Background: an optimization exercise with open tools, aiming at small area. Do not read the settings as production practice. Where RTL was checked, it was by simulation tests only, not by an equivalence proof against the original. The clock port is modelled as an ideal driver; clocking choices that lean on that would not hold on a real chip. Power figures rest on the tool's default switching activity, not on a simulated workload.

v23:
==> module uart_tx, before the edit <==
module uart_tx #(
    parameter CLK_FREQ      = 50_000_000    ,
    parameter BAUD_RATE     = 9600          ,
    parameter DATA_WIDTH    = 8             ,
    parameter PARITY        = 0             ,
    parameter STOP_BIT      = 1
)(
    input   logic                   clk             ,
    input   logic                   rst             ,
    input   logic [DATA_WIDTH-1:0]  s_axis_tdata    ,
    input   logic                   s_axis_tvalid   ,
    output  logic                   s_axis_tready   ,
    output  logic                   tx_wire
);
    localparam logic [8:0] POS_0 = 9'b000010000;
    logic [8:0] lfsr;
    logic [9:0] shreg;
    logic       par;           
    wire last = lfsr[0] & ~lfsr[1] & ~lfsr[3] & ~lfsr[4] & ~lfsr[5] & ~lfsr[6] & lfsr[7];
    wire hs   = s_axis_tvalid & s_axis_tready;
    wire tail = (shreg[9:1] == 9'd0);      
    always_ff @(posedge clk or posedge rst) begin
        if (rst)
            s_axis_tready <= 1'b1;
        else if (hs)
            s_axis_tready <= 1'b0;
        else if (last && tail && !shreg[0])
            s_axis_tready <= 1'b1;
    end
    always_ff @(posedge clk) begin
        lfsr <= (s_axis_tready | last) ? POS_0 : {lfsr[7:0], lfsr[8] ^ lfsr[1]};
        if (hs)
            shreg <= {1'b1, s_axis_tdata, 1'b0};
        else if (last)
            shreg <= {1'b0, shreg[9:1]};
        par  <= s_axis_tready ? 1'b0 : par ^ (last & shreg[0] & ~tail);
    end
    assign tx_wire = s_axis_tready | (tail ? (~shreg[0] | par) : shreg[0]);
endmodule
Settings: LEC_CHECK=0, CAP_MARGIN=20, CORE_MARGIN=2, CORE_UTILIZATION=40, SLEW_MARGIN=20; clock period 20.0 ns.
standard.sh (not shown) runs the stock make flow with config.mk's settings and CLKGATE_MAP_FILE= SYNTH_SCRIPT=/design/flow/synth_recipe.tcl, a recipe that flattens the netlist after the stock synthesis.
==> flow/flow/run.sh <==
#!/bin/bash
# Standard layout, with three changes: gates are sized down to their smallest
# variant after floorplan (flow/downsize.tcl), the port buffers are buf_1 cells,
# and the
# clock is distributed by the small tree of flow/cts_tree.tcl instead of
# TritonCTS's H-tree (flow/cts_pre.tcl and flow/cts_post.tcl, hooked around
# the CTS step). Each ORFS step logs to orfs/logs/; make's output goes to
# standard.log.
set -o pipefail
source flow/params.sh
bash standard.sh \
  BUFFER_PORTS_ARGS="-buffer_cell sky130_fd_sc_hd__buf_1" \
  PRE_CTS_TCL="$PWD/flow/cts_pre.tcl" \
  POST_CTS_TCL="$PWD/flow/cts_post.tcl" \
  POST_FLOORPLAN_TCL="$PWD/flow/downsize.tcl" \
  CTS_GROUPS="$CTS_GROUPS" CTS_CELL="$CTS_CELL" CTS_ROOT="$CTS_ROOT" \
  CTS_ARGS="-clk_nets clk -dont_use_dummy_load -buf_list sky130_fd_sc_hd__clkbuf_1" \
  finish > standard.log 2>&1
Other scripts of this flow, unchanged in this note and not shown: flow/flow/cts_post.tcl, flow/flow/cts_pre.tcl, flow/flow/cts_tree.tcl, flow/flow/downsize.tcl, flow/flow/params.sh
Input-level comparison between v9 and v23:
--- a/flow/design.v
+++ b/flow/design.v
@@ -61,11 +61,10 @@
     output  logic                   s_axis_tready   ,
     output  logic                   tx_wire
 );
-    localparam logic [8:0] POS_0 = 9'b000010000;
     logic [8:0] lfsr;
     logic [9:0] shreg;
     logic       par;           
-    wire last = lfsr[0] & ~lfsr[1] & ~lfsr[3] & ~lfsr[4] & ~lfsr[5] & ~lfsr[6] & lfsr[7];
+    wire last = ~lfsr[0] & lfsr[1] & lfsr[3] & ~lfsr[4] & ~lfsr[5] & ~lfsr[6] & ~lfsr[7] & ~lfsr[8];
     wire hs   = s_axis_tvalid & s_axis_tready;
     wire tail = (shreg[9:1] == 9'd0);      
     always_ff @(posedge clk or posedge rst) begin
@@ -77,7 +76,7 @@
             s_axis_tready <= 1'b1;
     end
     always_ff @(posedge clk) begin
-        lfsr <= (s_axis_tready | last) ? POS_0 : {lfsr[7:0], lfsr[8] ^ lfsr[1]};
+        lfsr <= (s_axis_tready | last) ? 9'd0 : {~lfsr[7:0], ~(lfsr[8] ^ lfsr[1])};
         if (hs)
             shreg <= {1'b1, s_axis_tdata, 1'b0};
         else if (last)
- Cmp v9 vs v23: number of global-route vias before repair higher in v9
- Cmp v9 and v23 / total placed instance area / lower: v9
- In the metrics for v9 and v23, the one carrying the higher combinational power is v23.
- Vias: v9 above v23
- Relative to v23, die outline width increased by 0.66 µm in v9.
The RTL of v23 was laid out without a check of its function.

---

## main
RTL: one of the versions met above, not the one the previous note started from.
Size: ~130 cells after synthesis, about 46 flip-flops.
==> module uart_rx, before the edit <==
module uart_rx #(
    parameter CLK_FREQ      = 50_000_000    ,
    parameter BAUD_RATE     = 9600          ,
    parameter DATA_WIDTH    = 8             ,
    parameter PARITY        = 0             ,
    parameter STOP_BIT      = 1
)(
    input   logic                   clk             ,
    input   logic                   rst             ,
    output  logic [DATA_WIDTH-1:0]  m_axis_tdata    ,
    output  logic                   m_axis_tvalid   ,
    input   logic                   m_axis_tready   ,
    output  logic                   frame_error     ,
    output  logic                   parity_error    ,
    input   logic                   rx_wire
);
    localparam logic [8:0] POS_0   = 9'b011000111;   
    localparam logic [8:0] POS_217 = 9'b000010000;   
    logic       rx_d0, rx_d1, rx_flag;
    logic [8:0] lfsr;
    logic [3:0] tick_cnt;      
    logic [7:0] shreg;
    logic       par;
    wire tick  = lfsr[0] & ~lfsr[1] & ~lfsr[3] & ~lfsr[4] & ~lfsr[5] & ~lfsr[6] & lfsr[7];
    wire pos_v = ~(lfsr[0] | lfsr[1] | lfsr[3] | lfsr[5] | lfsr[6] | lfsr[7] | lfsr[8]);
    wire rx_negedge = rx_d1 & ~rx_d0;
    assign m_axis_tvalid = rx_flag & pos_v & (tick_cnt == 4'd0);    
    assign m_axis_tdata  = shreg;
    assign parity_error  = par;
    assign frame_error   = ~rx_d0;
    always_ff @(posedge clk or posedge rst) begin
        if (rst) begin
            rx_d0    <= 1'b0;
            rx_flag  <= 1'b0;
        end else begin
            rx_d0    <= rx_wire;
            rx_flag  <= rx_negedge | (rx_flag & ~m_axis_tvalid);
        end
    end
    always_ff @(posedge clk) begin
        rx_d1    <= rx_d0;
        tick_cnt <= rx_flag ? tick_cnt + {3'd0, tick} : 4'd5;
        lfsr <= !rx_flag ? POS_0 : tick ? POS_217 : {lfsr[7:0], lfsr[8] ^ lfsr[1]};
        if (tick && tick_cnt[3:1] != 3'b111)
            shreg <= {rx_wire, shreg[7:1]};
        if (tick)
            par <= (tick_cnt == 4'd5) ? 1'b0 : (tick_cnt == 4'd15) ? par : par ^ rx_wire;
    end
endmodule
==> module uart_tx, before the edit <==
module uart_tx #(
    parameter CLK_FREQ      = 50_000_000    ,
    parameter BAUD_RATE     = 9600          ,
    parameter DATA_WIDTH    = 8             ,
    parameter PARITY        = 0             ,
    parameter STOP_BIT      = 1
)(
    input   logic                   clk             ,
    input   logic                   rst             ,
    input   logic [DATA_WIDTH-1:0]  s_axis_tdata    ,
    input   logic                   s_axis_tvalid   ,
    output  logic                   s_axis_tready   ,
    output  logic                   tx_wire
);
    logic [8:0] lfsr;
    logic [9:0] shreg;
    logic       par;           
    wire last = ~lfsr[0] & lfsr[1] & lfsr[3] & ~lfsr[4] & ~lfsr[5] & ~lfsr[6] & ~lfsr[7] & ~lfsr[8];
    wire hs   = s_axis_tvalid & s_axis_tready;
    wire tail = (shreg[9:1] == 9'd0);      
    always_ff @(posedge clk or posedge rst) begin
        if (rst)
            s_axis_tready <= 1'b1;
        else if (hs)
            s_axis_tready <= 1'b0;
        else if (last && tail && !shreg[0])
            s_axis_tready <= 1'b1;
    end
    always_ff @(posedge clk) begin
        lfsr <= (s_axis_tready | last) ? 9'd0 : {~lfsr[7:0], ~(lfsr[8] ^ lfsr[1])};
        if (hs)
            shreg <= {1'b1, s_axis_tdata, 1'b0};
        else if (last)
            shreg <= {1'b0, shreg[9:1]};
        par  <= s_axis_tready ? 1'b0 : par ^ (last & shreg[0] & ~tail);
    end
    assign tx_wire = s_axis_tready | (tail ? (~shreg[0] | par) : shreg[0]);
endmodule
Settings: LEC_CHECK=0, CAP_MARGIN=20, CORE_MARGIN=2, CORE_UTILIZATION=40, SLEW_MARGIN=20; clock period 20.0 ns.
==> flow/flow/run.sh <==
#!/bin/bash
# Standard layout, with three changes: gates are re-mapped for area and sized
# down to their smallest
# variant after floorplan (flow/downsize.tcl), the port buffers are buf_1 cells,
# and the
# clock is distributed by the small tree of flow/cts_tree.tcl instead of
# TritonCTS's H-tree (flow/cts_pre.tcl and flow/cts_post.tcl, hooked around
# the CTS step). Each ORFS step logs to orfs/logs/; make's output goes to
# standard.log.
set -o pipefail
source flow/params.sh
bash standard.sh \
  BUFFER_PORTS_ARGS="-buffer_cell sky130_fd_sc_hd__buf_1" \
  PRE_CTS_TCL="$PWD/flow/cts_pre.tcl" \
  POST_CTS_TCL="$PWD/flow/cts_post.tcl" \
  POST_FLOORPLAN_TCL="$PWD/flow/downsize.tcl" \
  CTS_GROUPS="$CTS_GROUPS" CTS_CELL="$CTS_CELL" CTS_ROOT="$CTS_ROOT" \
  CTS_ARGS="-clk_nets clk -dont_use_dummy_load -buf_list sky130_fd_sc_hd__clkbuf_1" \
  finish > standard.log 2>&1
Other scripts of this flow, unchanged in this note and not shown: flow/flow/cts_post.tcl, flow/flow/cts_pre.tcl, flow/flow/cts_tree.tcl, flow/flow/downsize.tcl, flow/flow/params.sh
For the feature branch, these inputs were changed with respect to main:
diff --git a/flow/design.v b/flow/design.v
--- a/flow/design.v
+++ b/flow/design.v
@@ -12,19 +12,19 @@
     input   logic                   m_axis_tready   ,
     output  logic                   frame_error     ,
     output  logic                   parity_error    ,
     input   logic                   rx_wire
 );
-    localparam logic [8:0] POS_0   = 9'b011000111;   
-    localparam logic [8:0] POS_217 = 9'b000010000;   
+    localparam logic [8:0] POS_0   = 9'b100000111;   
+    localparam logic [8:0] POS_217 = 9'b011000011;   
     logic       rx_d0, rx_d1, rx_flag;
     logic [8:0] lfsr;
     logic [3:0] tick_cnt;      
     logic [7:0] shreg;
     logic       par;
-    wire tick  = lfsr[0] & ~lfsr[1] & ~lfsr[3] & ~lfsr[4] & ~lfsr[5] & ~lfsr[6] & lfsr[7];
-    wire pos_v = ~(lfsr[0] | lfsr[1] | lfsr[3] | lfsr[5] | lfsr[6] | lfsr[7] | lfsr[8]);
+    wire tick  = lfsr[0] & ~lfsr[1] & ~lfsr[2] & lfsr[3] & ~lfsr[4] & lfsr[6] & ~lfsr[8];
+    wire pos_v = lfsr[0] & ~lfsr[2] & ~lfsr[4] & ~lfsr[5] & lfsr[6] & lfsr[7] & ~lfsr[8];
     wire rx_negedge = rx_d1 & ~rx_d0;
     assign m_axis_tvalid = rx_flag & pos_v & (tick_cnt == 4'd0);    
     assign m_axis_tdata  = shreg;
     assign parity_error  = par;
     assign frame_error   = ~rx_d0;
@@ -38,11 +38,11 @@
         end
     end
     always_ff @(posedge clk) begin
         rx_d1    <= rx_d0;
         tick_cnt <= rx_flag ? tick_cnt + {3'd0, tick} : 4'd5;
-        lfsr <= !rx_flag ? POS_0 : tick ? POS_217 : {lfsr[7:0], lfsr[8] ^ lfsr[1]};
+        lfsr <= !rx_flag ? POS_0 : tick ? POS_217 : {~lfsr[7:0], lfsr[8] ^ lfsr[1]};
         if (tick && tick_cnt[3:1] != 3'b111)
             shreg <= {rx_wire, shreg[7:1]};
         if (tick)
             par <= (tick_cnt == 4'd5) ? 1'b0 : (tick_cnt == 4'd15) ? par : par ^ rx_wire;
     end
@@ -62,11 +62,11 @@
     output  logic                   tx_wire
 );
     logic [8:0] lfsr;
     logic [9:0] shreg;
     logic       par;           
-    wire last = ~lfsr[0] & lfsr[1] & lfsr[3] & ~lfsr[4] & ~lfsr[5] & ~lfsr[6] & ~lfsr[7] & ~lfsr[8];
+    wire last = lfsr[0] & ~lfsr[1] & lfsr[2] & lfsr[4] & ~lfsr[5] & lfsr[6] & lfsr[8];
     wire hs   = s_axis_tvalid & s_axis_tready;
     wire tail = (shreg[9:1] == 9'd0);      
     always_ff @(posedge clk or posedge rst) begin
         if (rst)
             s_axis_tready <= 1'b1;
@@ -74,11 +74,11 @@
             s_axis_tready <= 1'b0;
         else if (last && tail && !shreg[0])
             s_axis_tready <= 1'b1;
     end
     always_ff @(posedge clk) begin
-        lfsr <= (s_axis_tready | last) ? 9'd0 : {~lfsr[7:0], ~(lfsr[8] ^ lfsr[1])};
+        lfsr <= (s_axis_tready | last) ? 9'b000001000 : {~lfsr[7:0], lfsr[8] ^ lfsr[1]};
         if (hs)
             shreg <= {1'b1, s_axis_tdata, 1'b0};
         else if (last)
             shreg <= {1'b0, shreg[9:1]};
         par  <= s_axis_tready ? 1'b0 : par ^ (last & shreg[0] & ~tail);
Findings:
Instance count on the critical path ended up 1 higher on the feature branch than on main. Sort the feature branch and main by instance count after placement with tap cells included, descending, and main comes first. The feature branch vs. main: combinational power -about 4%; maximum net fanout on the critical path -1; met1 wire length +about 3.6%; total power consumption of the routed design +1.9%; via density per instance +about 5%. Going from main to the feature branch, synthesized netlist cell count +about 2.3%; leakage power +0.017 nW; utilization of the core after routing -0.37 points. The feature branch: sequential share of layout area is 0.98 points higher than what main reported. Going from main to the feature branch, count of inverters not on the clock network in the layout now smaller; measured slew at the worst slew-check pin now smaller. Between main and the feature branch, the area growth from synthesis to final layout figures differ only marginally.

-- separate check: timing with driven ports --
The results above use ideal ports. As a check the final layouts listed here were re-extracted and re-timed, cells and wires unchanged.
Step 1: set_driving_cell puts a clkbuf_16 on clk and a buf_2 on each other input, an assumption about the parent block.
Step 2 times the ports against the registers' clock, not the clock port: input delays grow and output delays shrink by t, the midpoint of the rising clock arrivals with the driver on.
a / b / c = ideal / step 1 / step 2; a / b = the first two.
| run | t (ns) | slack for setup (ns) | hold WS [ns] | latest minus earliest clock arrival (ns) | slew at the worst register clock pin (ns) |
|---|---|---|---|---|---|
| v23 | 0.175 | 14.513 / 14.477 / 14.652 | 0.388 / 0.388 / 0.388 | 0.003 / 0.004 | 0.09 / 0.09 |
| v9 | 0.171 | 14.365 / 14.335 / 14.507 | 0.379 / 0.379 / 0.379 | 0.003 / 0.003 | 0.10 / 0.10 |
| main | 0.169 | 14.086 / 14.056 / 14.225 | 0.390 / 0.390 / 0.390 | 0.005 / 0.005 | 0.09 / 0.09 |
| the feature branch | 0.171 | 14.064 / 14.032 / 14.203 | 0.387 / 0.387 / 0.387 | 0.019 / 0.019 | 0.10 / 0.10 |
After both steps setup and hold are still met in every run listed.
